From an optimization exercise on the open Yosys and OpenROAD flow, aimed at small area and a short achievable clock period; shortcuts taken in it are not production practice.
Function was checked by simulation only, so behaviour that the tests miss may differ from the original.
The flow treats the clock pin as an ideal source, which a real chip does not have.
Power is estimated from default activity; no workload was simulated.

## ember
## CC_top
module CC_top(
	input  wire              clk,
	input  wire signed [3:0] in_n0,
	input  wire signed [3:0] in_n1,
	input  wire signed [3:0] in_n2,
	input  wire signed [3:0] in_n3,
	input  wire        [2:0] opt,
	output reg  signed [8:0] out_n
);
reg signed [3:0] r_n0, r_n1, r_n2, r_n3;
reg        [2:0] r_opt;
wire signed [8:0] cc_out;
CC cc_0(
	.in_n0(r_n0),
	.in_n1(r_n1),
	.in_n2(r_n2),
	.in_n3(r_n3),
	.opt(r_opt),
	.out_n(cc_out)
);
always @(posedge clk) begin
	r_n0  <= in_n0;
	r_n1  <= in_n1;
	r_n2  <= in_n2;
	r_n3  <= in_n3;
	r_opt <= opt;
	out_n <= cc_out;
end
endmodule
Size in the first run: about 490 cells after synthesis, about 29 I/O pins.
Settings: LEC_CHECK=0, ABC_AREA=1, CAP_MARGIN=20, CORE_MARGIN=2, CORE_UTILIZATION=40, SLEW_MARGIN=20; clock period 18.0 ns.
standard.sh (not shown) runs the stock make flow with config.mk's settings and CLKGATE_MAP_FILE= SYNTH_SCRIPT=/design/flow/synth_recipe.tcl, a recipe that flattens the netlist after the stock synthesis.
==> flow/flow/run.sh <==
#!/bin/bash
# Own layout flow: the standard flow (standard.sh), with these changes:
#  - synthesis: no full/half-adder extraction (ADDER_MAP_FILE empty), so ABC
#    maps all the logic, with flow/abc_area.script as its script;
#  - ports buffered with the smallest buffer, buf_1 (BUFFER_PORTS_ARGS);
#  - the resizer's timing repairs aim for SETUP_SLACK_MARGIN ns of setup slack,
#    more than the clock needs, to speed up the paths through CC (the clock and
#    the constraints stay as they are);
#  - after clock tree synthesis, flow/post_cts.tcl can delay the clock of the
#    output registers by a short buffer chain (SKEW_CHAIN), trading slack of the
#    register-to-output paths for slack on the paths through CC.
# Everything else is the standard flow, run from an unmodified copy of ORFS's
# scripts folder (only abc_area.script replaced). Tool logs: orfs/logs/.
set -euo pipefail
W=$(pwd)
rm -rf "$W/myscripts"
cp -r "$FLOW_HOME/scripts" "$W/myscripts"
cp "$W/flow/abc_area.script" "$W/myscripts/abc_area.script"
export SCRIPTS_DIR="$W/myscripts"
export ADDER_MAP_FILE=
export ABC_AREA=1
export BUFFER_PORTS_ARGS="-buffer_cell sky130_fd_sc_hd__buf_1"
export POST_CTS_TCL="$W/flow/post_cts.tcl"
export SKEW_CHAIN=""
export REPAIR_SETUP_MARGIN=""
export SETUP_SLACK_MARGIN="13.5"
bash "$W/standard.sh" > "$W/standard.log" 2>&1
==> flow/flow/abc_area.script <==
strash
balance; rewrite; refactor; balance; rewrite; rewrite -z; balance; refactor -z; rewrite -z; balance
dch -f
amap
topo
stime -c
==> flow/flow/post_cts.tcl <==
# POST_CTS hook: delay the clock of the output registers (out_n) with a short
# chain of clock buffers. This trades slack on the register-to-output paths
# (which have plenty) for slack on the register-to-register paths through CC.
# Input registers and all IO constraints are untouched.
set chain [expr {[info exists ::env(SKEW_CHAIN)] ? $::env(SKEW_CHAIN) : ""}]
if {$chain ne ""} {
  set chain $::env(SKEW_CHAIN)
  set blk [ord::get_db_block]
  set db [ord::get_db]
  set sinks {}
  foreach inst [$blk getInsts] {
    if {[string match {out_n*} [$inst getName]] && [[$inst getMaster] isSequential]} {
      lappend sinks $inst
    }
  }
  puts "skew: [llength $sinks] output registers, chain $chain"
  set first [lindex $sinks 0]
  set oldnet [[$first findITerm CLK] getNet]
  # centroid of the sinks
  set sx 0; set sy 0
  foreach s $sinks { set loc [$s getLocation]; incr sx [lindex $loc 0]; incr sy [lindex $loc 1] }
  set cx [expr {$sx / [llength $sinks]}]; set cy [expr {$sy / [llength $sinks]}]
  set src $oldnet
  set k 0
  foreach m $chain {
    set master [$db findMaster sky130_fd_sc_hd__$m]
    set b [odb::dbInst_create $blk $master skew_buf_$k]
    $b setLocation $cx $cy
    $b setPlacementStatus PLACED
    set n [odb::dbNet_create $blk skew_clk_$k]
    $n setSigType CLOCK
    [$b findITerm A] connect $src
    [$b findITerm X] connect $n
    set src $n
    incr k
  }
  foreach s $sinks {
    set it [$s findITerm CLK]
    $it disconnect
    $it connect $src
  }
  # power pins of the new cells, by the design's stored global connections
  global_connect

  detailed_placement
}
estimate_parasitics -placement
# Optional: ask the resizer for more setup slack than the clock needs, so it
# speeds up the paths through CC (the clock and constraints stay as they are).
if {[info exists ::env(REPAIR_SETUP_MARGIN)] && $::env(REPAIR_SETUP_MARGIN) ne ""} {
  repair_timing -setup -setup_margin $::env(REPAIR_SETUP_MARGIN) -verbose
  detailed_placement
  estimate_parasitics -placement
}
report_clock_skew
repair_timing_helper -hold
detailed_placement
check_placement -verbose
The final layout from ember, which completed every stage, passed the timing, DRC and antenna checks at the end of the flow.
The following lists how garnet was set up differently from ember:
==> flow/flow/run.sh <==
#!/bin/bash
# Own layout flow: the standard flow (standard.sh), with these synthesis changes:
#  - no full/half-adder extraction (ADDER_MAP_FILE empty), so ABC maps all logic;
#  - ABC area script replaced by flow/abc_area.script (delay-targeted mapping).
#  - ports buffered with the smallest buffer, buf_1 (BUFFER_PORTS_ARGS).
#  - after clock tree synthesis, flow/post_cts.tcl delays the clock of the output
#    registers by a short buffer chain (SKEW_CHAIN), trading the large slack of
#    the register-to-output paths for slack on the paths through CC.
#  - the same hook can ask the resizer for extra setup slack (REPAIR_SETUP_MARGIN).
# Everything else, from floorplan to the final layout, is the standard flow, run
# from an unmodified copy of ORFS's scripts folder.
set -euo pipefail
W=$(pwd)
rm -rf "$W/myscripts"
cp -r "$FLOW_HOME/scripts" "$W/myscripts"
cp "$W/flow/abc_area.script" "$W/myscripts/abc_area.script"
export SCRIPTS_DIR="$W/myscripts"
export ADDER_MAP_FILE=
export ABC_AREA=1
export BUFFER_PORTS_ARGS="-buffer_cell sky130_fd_sc_hd__buf_1"
export POST_CTS_TCL="$W/flow/post_cts.tcl"
export SKEW_CHAIN=""
export REPAIR_SETUP_MARGIN="13"
bash "$W/standard.sh" > "$W/standard.log" 2>&1
==> flow/flow/abc_area.script <==
strash
dch
map -D 4000
strash
dch
map -D 4000
topo
stime -c
buffer -c
upsize -c -D 4000
dnsize -c -D 4000
## What came out
Number of clock sinks came out exactly the same in ember and garnet.
garnet vs. ember: die area now larger, met3 track demand over resource in global routing now smaller.
Per the comparison of garnet with ember, synthesized netlist cell count saw an increase, worst hold slack across all endpoints decreased 0.016 ns, area of all placed cells without fillers decreased about 26%.
Taking ember as the reference, in garnet largest voltage drop on the vdd net saw an increase; transition at the pin with the smallest max-transition slack saw a decrease.
Setup changes, garnet to violet
--- a/flow/flow/run.sh
+++ b/flow/flow/run.sh
@@ -20,5 +20,5 @@
 export BUFFER_PORTS_ARGS="-buffer_cell sky130_fd_sc_hd__buf_1"
 export POST_CTS_TCL="$W/flow/post_cts.tcl"
-export SKEW_CHAIN=""
-export REPAIR_SETUP_MARGIN="13"
+export SKEW_CHAIN="clkbuf_1 clkbuf_1 clkbuf_4"
+export REPAIR_SETUP_MARGIN=""
 bash "$W/standard.sh" > "$W/standard.log" 2>&1
## What came out
Higher proportion of cell area occupied by multi-input gates among garnet and violet: garnet. Worst hold slack for violet is lower than for garnet. Relative to garnet, largest stage delay on the critical path has increased by 0.12 ns in violet. Compared with garnet, violet shows a number of filler instances in the final layout that is 6 higher. Summary of violet over garnet: global-route usage held; combined area of all synthesized cells flat; part of the total power dissipated in combinational logic now smaller; slack of the critical path has increased. [compare] base=garnet new=violet: die area did not really move, total detailed-routing wirelength did not really move, relative contribution of sequential cells to total power did not really move.

[separate check: timing with driven ports]
The flow's constraints put no driver on any port. The routed layouts listed below were extracted and timed again, unchanged, in two steps.
Step 1 assumes that a clkbuf_16 drives the clock port and a buf_2 every other input.
Step 2, shift: input delay + t, output delay - t, t = (earliest + latest rising clock arrival at the registers) / 2. This alone moves slack from input paths to output paths.
Slacks: ideal / step 1 / step 2; pairs: ideal / step 1.
| run | shift t [ns] | slack for setup (ns) | latest minus earliest clock arrival (ns) | cell pins on the clock port's net |
|---|---|---|---|---|
| ember | 0.324 | 11.667 / 11.667 / 11.667 | 0.005 / 0.005 | 1 |
| garnet | 0.310 | 12.850 / 12.850 / 12.850 | 0.008 / 0.009 | 1 |
| violet | 0.449 | 13.105 / 13.105 / 13.105 | 0.336 / 0.336 | 1 |
In violet the clock reaches the registers at very different times; t lies between them, and the last value is a rough guide only.
